Context: an optimization exercise on an open-source flow, tuned for small area, a short achievable clock period and few clock cycles per item. The choices shown serve that exercise and are no tape-out recipe. The RTL was checked by simulation tests, not by an equivalence proof against the original design.

$ cat config.mk
export PLATFORM = sky130hd
export DESIGN_NAME = DIVIDER_wrapper
export DESIGN_NICKNAME = DIVIDER_wrapper
export VERILOG_FILES = /design/flow/design.v
export SDC_FILE = /design/flow/constraint.sdc
export NUM_CORES = 4
export LEC_CHECK = 0
export ABC_CLOCK_PERIOD_IN_PS = 3000
export CAP_MARGIN = 20
export CORE_MARGIN = 2
export CORE_UTILIZATION = 40
export SETUP_SLACK_MARGIN = 5
export SLEW_MARGIN = 20
$ cat constraint.sdc
create_clock -name core_clock -period 10.0 [get_ports {clk}]
set_input_delay 2.0000 -clock core_clock [delete_from_list [all_inputs] [get_ports {clk}]]
set_output_delay 2.0000 -clock core_clock [all_outputs]
set_load 0.01 [all_outputs]
$ cat design.v
module DIVIDER (
    input  logic        clk, clr, go,
    input  logic [1:0]  func3,
    input  logic [31:0] rs1, rs2,
    output logic        done,
    output logic [31:0] rd
);
localparam logic S_PREP = 1'b0, S_ITER = 1'b1;
logic        state;
logic        done_r;
logic [31:0] R, B, Q;
logic [3:0]  cnt;
logic        neg_q, neg_r, is_rem;
logic        neg_out;    
assign done = done_r;
cneg32 rdneg (.x(R), .s(neg_out), .y(rd));
logic        sgn;
logic [31:0] abs_a, abs_b;
assign sgn   = ~func3[0];
cneg32 absa (.x(rs1), .s(sgn & rs1[31]), .y(abs_a));
cneg32 absb (.x(rs2), .s(sgn & rs2[31]), .y(abs_b));
logic [5:0]  za, zb;
logic [6:0]  dd;
logic        b_zero, short_op;
lzc32 lz_a (.x(R), .n(za));
lzc32 lz_b (.x(B), .n(zb));
assign dd       = {1'b0, zb} - {1'b0, za};
assign b_zero   = zb[5];
assign short_op = b_zero | dd[6];
logic [32:0] d1;
logic [33:0] d2;
logic [34:0] d3, csa_s, csa_c, x3, y3, z3;
logic        ge1, ge2, ge3;
addbk #(.W(33)) add1 (.a({1'b0, R}), .b(~{1'b0, B}), .cin(1'b1), .s(d1));
addbk #(.W(34)) add2 (.a({2'b0, R}), .b(~{1'b0, B, 1'b0}), .cin(1'b1), .s(d2));
assign x3 = {3'b0, R};
assign y3 = {3'b0, B};
assign z3 = ~{1'b0, B, 2'b0};
assign csa_s = x3 ^ y3 ^ z3;
assign csa_c = (x3 & y3) | (x3 & z3) | (y3 & z3);
addbk #(.W(35)) add3 (.a(csa_s), .b({csa_c[33:0], 1'b1}), .cin(1'b0), .s(d3));
assign ge1 = ~d1[32];
assign ge2 = ~d2[33];
assign ge3 = ~d3[34];
logic [31:0] r_next;
logic [1:0]  qd;
always_comb begin
    if (ge3)      r_next = d3[31:0];
    else if (ge2) r_next = d2[31:0];
    else if (ge1) r_next = d1[31:0];
    else          r_next = R;
end
assign qd = {ge2, ge3 | (ge1 & ~ge2)};
logic need_neg;
assign need_neg = is_rem ? neg_r : neg_q;
always_ff @(posedge clk) begin
    if (done_r) begin
        B      <= abs_b;
        is_rem <= func3[1];
        neg_r  <= sgn & rs1[31];
        neg_q  <= sgn & (rs1[31] ^ rs2[31]) & (rs2 != 32'b0);
    end else if (state == S_PREP) begin
        B      <= B << {dd[4:1], 1'b0};
    end else begin
        B      <= {2'b0, B[31:2]};
    end
    if (state == S_PREP) begin
        Q   <= 32'b0;
        cnt <= dd[4:1];
    end else begin
        Q   <= {Q[29:0], qd};
        cnt <= cnt - 4'd1;
    end
end
always_ff @(posedge clk) begin
    if (clr) begin
        done_r <= 1'b1;
        state  <= S_PREP;
    end else if (done_r) begin
        if (go) begin
            R      <= abs_a;
            state  <= S_PREP;
            done_r <= 1'b0;
        end
    end else begin
        case (state)
        S_PREP: begin
            if (short_op & ~is_rem) R <= {32{b_zero}};
            neg_out <= is_rem & neg_r;
            if (short_op) begin
                done_r <= 1'b1;
            end else begin
                state <= S_ITER;
            end
        end
        S_ITER: begin
            if ((cnt == 4'd0) & ~is_rem) R <= {Q[29:0], qd};
            else                         R <= r_next;
            if (cnt == 4'd0) begin
                neg_out <= need_neg;
                done_r  <= 1'b1;
            end
        end
        endcase
    end
end
endmodule
module cneg32 (
    input  logic [31:0] x,
    input  logic        s,
    output logic [31:0] y
);
    logic [31:0] orp;
    always_comb begin
        orp = x;
        for (int l = 0; l < 5; l++)
            for (int i = 0; i < 32; i++)
                if (i[l]) orp[i] = orp[i] | orp[((i >> l) << l) - 1];
    end
    assign y = x ^ ({orp[30:0], 1'b0} & {32{s}});
endmodule
module addbk #(parameter int W = 32, parameter int LG = 6) (
    input  logic [W-1:0] a, b,
    input  logic         cin,
    output logic [W-1:0] s
);
    logic [W-1:0] p, g, pp, gg;
    always_comb begin
        p  = a ^ b;
        g  = a & b;
        pp = p;
        gg = g;
        gg[0] = g[0] | (p[0] & cin);
        for (int i = 1; i <= LG; i++)
            for (int j = 2**i - 1; j < W; j = j + 2**i) begin
                gg[j] = gg[j] | (pp[j] & gg[j - 2**(i-1)]);
                pp[j] = pp[j] & pp[j - 2**(i-1)];
            end
        for (int i = LG; i > 0; i--)
            for (int j = 2**i + 2**(i-1) - 1; j < W; j = j + 2**i) begin
                gg[j] = gg[j] | (pp[j] & gg[j - 2**(i-1)]);
                pp[j] = pp[j] & pp[j - 2**(i-1)];
            end
        s = p ^ {gg[W-2:0], cin};
    end
endmodule
module lzc32 (
    input  logic [31:0] x,
    output logic [5:0]  n
);
    logic [15:0] z1; logic [15:0] c1;
    logic [7:0]  z2; logic [1:0] c2 [8];
    logic [3:0]  z3; logic [2:0] c3 [4];
    logic [1:0]  z4; logic [3:0] c4 [2];
    logic [4:0]  c5;
    always_comb begin
        for (int i = 0; i < 16; i++) begin
            z1[i] = ~(x[2*i+1] | x[2*i]);
            c1[i] = ~x[2*i+1];
        end
        for (int i = 0; i < 8; i++) begin
            z2[i] = z1[2*i+1] & z1[2*i];
            c2[i] = z1[2*i+1] ? {1'b1, c1[2*i]} : {1'b0, c1[2*i+1]};
        end
        for (int i = 0; i < 4; i++) begin
            z3[i] = z2[2*i+1] & z2[2*i];
            c3[i] = z2[2*i+1] ? {1'b1, c2[2*i]} : {1'b0, c2[2*i+1]};
        end
        for (int i = 0; i < 2; i++) begin
            z4[i] = z3[2*i+1] & z3[2*i];
            c4[i] = z3[2*i+1] ? {1'b1, c3[2*i]} : {1'b0, c3[2*i+1]};
        end
        c5 = z4[1] ? {1'b1, c4[0]} : {1'b0, c4[1]};
        n  = (z4[1] & z4[0]) ? 6'd32 : {1'b0, c5};
    end
endmodule
module DIVIDER_wrapper(
    input clk, go, clr,
    input [1:0] func3,
    input [31:0] rs1, rs2,
    output done,
    output logic [31:0] rd);
    DIVIDER divider(.clk(clk), .clr(clr), .go(go), .func3(func3),
                    .rs1(rs1), .rs2(rs2), .done(done), .rd(rd));
endmodule
$ cat run.sh
#!/bin/bash
# synth_recipe.tcl (not shown) runs the flow's synth.tcl, then flattens the netlist and writes it again
# the make line also repeats each setting of config.mk as NAME=value (left out here)
make -C /OpenROAD-flow-scripts/flow DESIGN_CONFIG=/design/flow/config.mk WORK_HOME=/design/flow/orfs CLKGATE_MAP_FILE= SYNTH_SCRIPT=/design/flow/synth_recipe.tcl finish
==> reports/metrics.csv, run 1 <==
metric,value,unit
Post-synth EDFFs,40,
Post-Syn Nets,1868,
synthesized instance count,1620,
CTS sink cnt,104,
"slowest stage delay, CP",0.59,ns
final-report setup violation count,0,
Global Route Usage Sum,27.52,%
Register Area,2500,µm²
"Hold Vio Cnt, Final",0,
first-pass GRT wire length,71710,µm
Max Cap Viol,0,
number of global-route vias before repair,12260,
root buffer cell,clkbuf_16,
max-slew violations,0,
Initial Utilization,40.41,%
DRC,0,
top cell type's share of synthesized area,11.94,%
ant diodes,0,
final WL,47010,µm
top post-synthesis cells by area,"fa_1 (12%), dfxtp_1 (9.8%), ha_1 (9.7%), edfxtp_1 (9.2%), xnor2_1 (6.6%)",
Mean Syn Cell Area,8.074,µm²
largest net degree at the start of global routing,68,
Final min period,4.917,ns
register bit total from synthesis,104,
Fmax achieved,203.4,MHz
"count leader, synth",inv_1,
remaining global-route overflow,0,
row count,66,
Ys Warns,9,
cell at the slowest stage of the critical path,or4_4,
Hold Crit Class,register to register,
crit path capture type,output pin,
Vias/cell,5.926,
initial antenna violation count,0,
CTS tree,done,
most instantiated cells after synthesis,"inv_1 (163), nand2_1 (149), a21oi_1 (142), o21ai_0 (117), nor2_1 (114)",
"Data arrival, critical path",2.92,ns
Slew @ Worst Pin,1.006,ns
post-DP HPWL,36980,µm
Die H,184.8,µm
status,timing/DRC/antenna clean,
post-synth cell types,69,
skew final,0.01173,ns
layout cells sized above 1,8.640,%
final setup TNS,0,ns
CTS H-Tree Depth,3,
"Clk Latency, worst-skew pair",0.36,ns
area of the multi-input gates,10030,µm²
most common flop cell mapped by yosys,dfxtp_1,
Required @ worst endpoint,8.00,ns
# fillers,3242,
Port Buffers,101,
drt initial violations,1457,
Core Footprint,32370,µm²
CP Cell Sequence,or4_4 -> nand4b_1 -> buf_4 -> nor3_4 -> nand2_1 -> o21ai_2 -> xnor2_1 -> clkdlybuf4s50_1,
DR pass1 iterations,6,
TritonCTS Buffers,9,
WL/cell,21.82,µm
Slew HR,32.60,%
routability cong.,0.9640,
"CTS clk-pin slew, worst paths",0.08,ns
final worst-path cycle share,49.17,%
Final nets,1956,
total die area,34160,µm²
Startpoint Class,register,
register area share after synthesis,18.98,%
Die W,184.8,µm
synthesis-to-layout area growth,17.60,%
Vias,12770,
crit path kind,register to output pin,
RSZ-0062 raised after global routing,false,
leading area contributor after synthesis,fa_1,
Syn Std Cell Area,13080,µm²
ys async rst share,0,%
Place WS,4.231,ns
CTS Buffer Depth,2,
final worst setup slack,5.083,ns
Post-DRT Antenna Nets,0,
"Max FO, Critical Path",5,
I/O Pins,102,
==> final cells by class <==
type                    instances  share of cell area (%)
repair buffers                148                   9.086
flip-flops and latches        104                   16.25
well taps                     442                   3.595
clock buffers                  10                   1.554
clock inverters                 6                  0.3172
multi-input cells            1282                   65.22
inverters                     163                   3.978
==> cell families (layout without fill, tap and decap cells) <==
kind of cell,after synthesis,after routing,share of synthesized area (%)
AOI/OAI and AO/OA,466,467,22.50
and+or+nand+nor,442,442,16.31
buffers and inverters,235,327,6.916
adders and majority gates,179,179,21.60
xor gates and xnor gates,142,142,9.508
DFF,104,104,18.98
muxes,52,52,4.190
==> layer usage <==
layer  wire length, µm  GRT usage, %  part of all wire, %  vias up
met5                 0             0                    0        -
met4              1434         7.683                  3.1        0
met3              4202         2.654                  8.9       75
met2             20750         43.21                   44      607
met1             20630         40.17                   44     6162
li1                  -             -                    -     5927
==> final timing paths <==
| kind | from | cells after the start | slack [ns] | to |
|---|---|---|---|---|
| worst min-delay path | divider.Q[11]$_SDFF_PN0_ | 1 | 0.46 | divider.Q[13]$_SDFF_PN0_ |
| worst max register to register | divider.B[24]$_DFF_P_ | 15 | 5.10 | divider.R[20]$_DFFE_PP_ |
| worst min register to register | divider.Q[11]$_SDFF_PN0_ | 1 | 0.46 | divider.Q[13]$_SDFF_PN0_ |
| worst max-delay path | divider.R[0]$_DFFE_PP_ | 8 | 5.08 | rd[29] |
==> registers in the layout, summed over array words and instances (netlist names) <==
register / cells
divider.B: 32
divider.Q: 30
divider.R: 32
divider.cnt: 4
divider.done_r: 1
divider.is_rem: 1
divider.neg_out: 1
divider.neg_q: 1
divider.neg_r: 1
divider.state: 1
==> metrics by stage <==
step | instances | hold WS (ns) | util, % | instance area [µm²]
finish | 2155 | 0.4552 | 47.52 | 15380
detailed placement | 2109 | 0.4477 | 44.96 | 14550
floorplan | 1620 | 0.4215 | - | 13090
CTS | 2146 | 0.4620 | 46.85 | 15160
global route | 2155 | 0.4822 | 47.52 | 15380
global placement | 2109 | 0.4342 | 44.96 | 14550
==> repair_timing <==
action / in CTS / in global routing
pin swaps: 9 / 8
gates cloned: 1 / 0
setup buffers: 20 / 9
resized for setup: 61 / 45
hold buffers: 0 / 0
setup endpoints to repair: 97 / 89
==> worst max-delay path, delay by kind of cell (launching register included) <==
kind | cells | cell delay [ns]
buffers and inverters | 2 | 0.74
AOI/OAI and AO/OA | 1 | 0.16
and+or+nand+nor | 4 | 1.10
DFF | 1 | 0.41
xor gates and xnor gates | 1 | 0.13
==> cell usage in the layout, fill, tap and decap left out, types with 7 or more instances in the layout <==
cell,count
inv_1,162
nand2_1,146
a21oi_1,139
nor2_1,109
o21ai_0,107
ha_1,101
xnor2_1,97
clkdlybuf4s50_1,85
fa_1,77
dfxtp_1,50
mux2i_1,48
buf_4,43
xor2_1,42
edfxtp_1,40
and2_1,30
a211oi_1,19
nand3_1,18
a21o_1,18
nand2b_1,17
o31ai_1,17
o221ai_1,17
o211ai_1,17
nor3_1,16
a31oi_1,15
a22oi_1,14
dfxtp_2,14
a221oi_1,13
nand4_1,12
nor4_1,12
and3_1,12
nor2b_1,11
o21a_1,11
o21ai_1,9
clkbuf_16,9
or4_4,8
o22ai_1,8
o21bai_1,7
or4_1,7
Testbench counts, summed over its fixed seeds: cycles 21,603, items 3,200.
==> run 2: changes to the inputs <==
--- a/design.v
+++ b/design.v
@@ -32,6 +32,6 @@
 logic [34:0] d3, csa_s, csa_c, x3, y3, z3;
 logic        ge1, ge2, ge3;
-addbk #(.W(33)) add1 (.a({1'b0, R}), .b(~{1'b0, B}), .cin(1'b1), .s(d1));
-addbk #(.W(34)) add2 (.a({2'b0, R}), .b(~{1'b0, B, 1'b0}), .cin(1'b1), .s(d2));
+addsk #(.W(33)) add1 (.a({1'b0, R}), .b(~{1'b0, B}), .cin(1'b1), .s(d1));
+addsk #(.W(34)) add2 (.a({2'b0, R}), .b(~{1'b0, B, 1'b0}), .cin(1'b1), .s(d2));
 assign x3 = {3'b0, R};
 assign y3 = {3'b0, B};
@@ -39,5 +39,5 @@
 assign csa_s = x3 ^ y3 ^ z3;
 assign csa_c = (x3 & y3) | (x3 & z3) | (y3 & z3);
-addbk #(.W(35)) add3 (.a(csa_s), .b({csa_c[33:0], 1'b1}), .cin(1'b0), .s(d3));
+addsk #(.W(35)) add3 (.a(csa_s), .b({csa_c[33:0], 1'b1}), .cin(1'b0), .s(d3));
 assign ge1 = ~d1[32];
 assign ge2 = ~d2[33];
@@ -120,5 +120,5 @@
     assign y = x ^ ({orp[30:0], 1'b0} & {32{s}});
 endmodule
-module addbk #(parameter int W = 32, parameter int LG = 6) (
+module addsk #(parameter int W = 32, parameter int LG = 6) (
     input  logic [W-1:0] a, b,
     input  logic         cin,
@@ -132,14 +132,10 @@
         gg = g;
         gg[0] = g[0] | (p[0] & cin);
-        for (int i = 1; i <= LG; i++)
-            for (int j = 2**i - 1; j < W; j = j + 2**i) begin
-                gg[j] = gg[j] | (pp[j] & gg[j - 2**(i-1)]);
-                pp[j] = pp[j] & pp[j - 2**(i-1)];
-            end
-        for (int i = LG; i > 0; i--)
-            for (int j = 2**i + 2**(i-1) - 1; j < W; j = j + 2**i) begin
-                gg[j] = gg[j] | (pp[j] & gg[j - 2**(i-1)]);
-                pp[j] = pp[j] & pp[j - 2**(i-1)];
-            end
+        for (int l = 0; l < LG; l++)
+            for (int i = 0; i < W; i++)
+                if (i[l]) begin
+                    gg[i] = gg[i] | (pp[i] & gg[((i >> l) << l) - 1]);
+                    pp[i] = pp[i] & pp[((i >> l) << l) - 1];
+                end
         s = p ^ {gg[W-2:0], cin};
     end
==> run 2 against run 1 <==
Against the previous run: synthesized cell count up 5.6%; global-route usage decreased by 0.10 points; critical endpoint is now rd[27]; utilization rose by 0.31 points; register-to-register slack hardly changed; sequential share of layout area fell by 0.33 points; largest cell class unchanged; routed wire length is 3.7% higher; still clean on timing, DRC and antenna.
==> reports/metrics.csv, run 2 <==
metric,value,unit,change
status,timing/DRC/antenna clean,,unchanged
CTS sink cnt,104,,unchanged
final worst setup slack,4.942,ns,was 5.083 ns
Compound-Gate Fraction of Synth Area,26.23,%,was 22.50%
largest net degree at the start of global routing,76,,was 68
most instantiated cells after synthesis,"nand2_1 (158), a21oi_1 (142), inv_1 (133), nor2_1 (117), o21ai_0 (116)",,"was inv_1 (163), nand2_1 (149), a21oi_1 (142), o21ai_0 (117), nor2_1 (114)"
Required @ worst endpoint,8.00,ns,about the same
xor/xnor share of the synthesized area,9.926,%,was 9.508%
hold buffer count at CTS,0,,unchanged
drt initial violations,1355,,was 1457
initial antenna violation count,0,,unchanged
Min Hold Slack,0.4627,ns,was 0.4552 ns
worst hold start,divider.Q[12]$_SDFF_PN0_,,was divider.Q[11]$_SDFF_PN0_
root buffer cell,clkbuf_16,,unchanged
CTS tree,done,,unchanged
Vias,13390,,was 12770
ys async rst share,0,%,unchanged
TritonCTS Buffers,9,,unchanged
Post-synth EDFFs,40,,unchanged
final setup TNS,0,ns,unchanged
CTS Buffer Depth,2,,unchanged
leading area contributor after synthesis,dfxtp_1,,was fa_1
adder-cell area share of the yosys netlist,16.25,%,was 21.60%
most frequent CP cell,nand2_4,,
Post-DRT Antenna Nets,0,,unchanged
Largest regs,"divider.B: 32 flops, divider.R: 32 flops, divider.Q: 30 flops",,unchanged
Simple-Gate Fraction of Synth Area,19.31,%,was 16.31%
Startpoint Class,register,,unchanged
WP buf/inv,2,,unchanged
Syn Std Cell Area,13320,µm²,was 13080 µm²
layout cells sized above 1,8.599,%,was 8.640%
final cell count without fillers,2234,,was 2155
remaining global-route overflow,0,,unchanged
"Core Util, Final",47.83,%,was 47.52%
total die area,34790,µm²,was 34160 µm²
"Hold Vio Cnt, Final",0,,unchanged
Slew HR,39.84,%,was 32.60%
crit path kind,register to output pin,,unchanged
I/O Pins,102,,unchanged
Die W,186.5,µm,was 184.8 µm
register bit total from synthesis,104,,unchanged
post-DP HPWL,38820,µm,was 36980 µm
crit path capture type,output pin,,unchanged
most frequent cells in the layout,"nand2_1 (155), a21oi_1 (140), inv_1 (131), nor2_1 (113), o21ai_0 (107)",,"was inv_1 (162), nand2_1 (146), a21oi_1 (139), nor2_1 (109), o21ai_0 (107)"
"slowest stage delay, CP",0.56,ns,was 0.59 ns
Global Route Usage Sum,27.41,%,was 27.52%
RSZ-0062 raised after global routing,true,,was false
Critical Path Start,divider.R[2]$_DFFE_PP_,,was divider.R[0]$_DFFE_PP_
top cell type's share of synthesized area,9.616,%,was 11.94%
reg2reg start,divider.B[4]$_DFF_P_,,was divider.B[24]$_DFF_P_
Final min period,5.058,ns,was 4.917 ns
"Max FO, Critical Path",4,,was 5
register area share after synthesis,18.63,%,was 18.98%
DRC,0,,unchanged
main combinational cell family by area after synthesis,compound AO/OA/AOI/OAI gates,,unchanged
most common flop cell mapped by yosys,dfxtp_1,,unchanged
"Clk Latency, worst-skew pair",0.38,ns,was 0.36 ns
CP Cell Sequence,or4_4 -> nand2b_4 -> or3_4 -> nor2_4 -> nand2_4 -> inv_4 -> nand2_4 -> o41ai_4 -> xnor2_1 -> buf_2,,was or4_4 -> nand4b_1 -> buf_4 -> nor3_4 -> nand2_1 -> o21ai_2 -> xnor2_1 -> clkdlybuf4s50_1
Final nets,2001,,was 1956
Fmax achieved,197.7,MHz,was 203.4 MHz
final worst-path cycle share,50.58,%,was 49.17%
"CTS clk-pin slew, worst paths",0.10,ns,was 0.08 ns
post-synth cell types,87,,was 69
Post-Syn Nets,1925,,was 1868
Max Cap Viol,0,,unchanged
cell at the slowest stage of the critical path,or4_4,,unchanged
Vias/cell,5.994,,was 5.926
DR pass1 iterations,5,,was 6
first-pass GRT wire length,74290,µm,was 71710 µm
mux cell area share after synthesis,3.606,%,was 4.190%
synthesis-to-layout area growth,17.39,%,was 17.60%
number of global-route vias before repair,12550,,was 12260
Slew @ Worst Pin,0.8955,ns,was 1.006 ns
Port Buffers,101,,unchanged
placed cell area,14760,µm²,was 14550 µm²
CTS H-Tree Depth,3,,unchanged
Final Instance Area,15640,µm²,was 15380 µm²
"most common cell after layout, fill and taps aside",nand2_1,,was inv_1
Crit path max-delay family,simple AND/OR/NAND/NOR gates,,unchanged
Hold Crit Class,register to register,,unchanged
top post-synthesis cells by area,"dfxtp_1 (9.6%), ha_1 (9.5%), edfxtp_1 (9.0%), fa_1 (6.8%), xnor2_1 (6.4%)",,"was fa_1 (12%), dfxtp_1 (9.8%), ha_1 (9.7%), edfxtp_1 (9.2%), xnor2_1 (6.6%)"
synthesized instance count,1710,,was 1620
Core Footprint,32700,µm²,was 32370 µm²
skew final,0.01744,ns,was 0.01173 ns
row count,66,,unchanged
final-report setup violation count,0,,unchanged
final WL,48750,µm,was 47010 µm
max-slew violations,0,,unchanged
Mean Syn Cell Area,7.792,µm²,was 8.074 µm²
Place WS,4.393,ns,was 4.231 ns
"Data arrival, critical path",3.06,ns,was 2.92 ns
WL/cell,21.82,µm,about the same
Die H,186.5,µm,was 184.8 µm
routability cong.,0.9534,,was 0.9640
reg2reg setup slack,5.10,ns,about the same
"count leader, synth",nand2_1,,was inv_1
# fillers,3303,,was 3242
Placed Cells,2191,,was 2109
Initial Utilization,40.74,%,was 40.41%
Ys Warns,9,,unchanged
[run 2: cell types whose count changed in the layout (fill, tap and decap cells not counted), sizes merged, moves of 8 or more]
cell,delta
o211ai,+20
a211oi,+9
nor3,+16
fa,-33
a221oi,-8
nand3,+14
inv,-30
and2,+12
o31ai,+13
xor2,+9
nand2,+9
a21boi,+12
[run 2: area by class of cell]
cell class	count	area [µm²]	share of cell area (%)
Antenna cell	1	2.502	0.01600
Clock buffer	9	225.2	1.440
Clock inverter	7	101.3	0.6479
Inverter	134	511.7	3.272
Multi-Input combinational cell	1394	10390	66.44
Sequential cell	104	2491	15.93
Tap cell	442	553.0	3.536
Timing Repair Buffer	143	1364	8.719
[run 2: path summary, 6_finish.rpt]
| kind | endpoint | depth (start not counted) |
|---|---|---|
| setup / recovery | rd[27] | 10 |
| setup reg to reg | divider.R[13]$_DFFE_PP_ | 13 |
| hold / removal | divider.Q[14]$_SDFF_PN0_ | 1 |
| hold reg to reg | divider.Q[14]$_SDFF_PN0_ | 1 |
[run 2: routing by layer]
layer  routed length [µm]  GRT usage (%)  part of all wire, %
met4                 1196          6.716                  2.5
met5                    0              0                    0
met3                 3590          3.442                  7.4
met1                22250          39.22                   46
met2                21710          43.83                   45
[run 2: kinds of logic after synthesis]
kind of cell / after synthesis
AOI/OAI and AO/OA: 533
xor gates and xnor gates: 151
adders and majority gates: 146
buffers and inverters: 212
DFF: 104
muxes: 48
and+or+nand+nor: 516
[run 2: timing repair]
item,4_1_cts,5_1_grt
setup buffers,11,12
gates resized for setup,60,65
endpoints found under the setup margin,86,91
pin swaps,12,22
gates cloned,0,2
Testbench counts of run 2, summed over its fixed seeds: cycles 21,603, items 3,200.

re-timing with driven ports:
Ports are ideal in the flow. The routed layouts listed here were re-timed in OpenROAD. Step 1 sets driving cells, clkbuf_16 on the clock port and buf_2 on the other inputs (assumed; they add their load-dependent delay and slew). Step 2 adds t to the input delays and takes it off the output delays; t is the mean of the earliest and latest rising clock arrival at the registers after step 1. Input paths then give back, and output paths get back, about the clock's delay inside the block. Slacks: no drivers / after step 1 / after step 2; pairs: no drivers / after step 1.
| run | t (ns) | slack for setup (ns) | worst hold slack (ns) | worst setup path at the end | cell pins on the clock port's net |
|---|---|---|---|---|---|
| run 1 | 0.394 | 5.083 / 5.043 / 4.737 | 0.455 / 0.455 / 0.455 | input to register | 1 |
| run 2 | 0.423 | 4.942 / 4.888 / 4.744 | 0.463 / 0.463 / 0.463 | input to register | 1 |
After both steps every run listed still meets setup and hold. For run 1, which loses most, drivers alone change the setup slack by -0.040 ns; drivers and shift together by -0.346 ns.
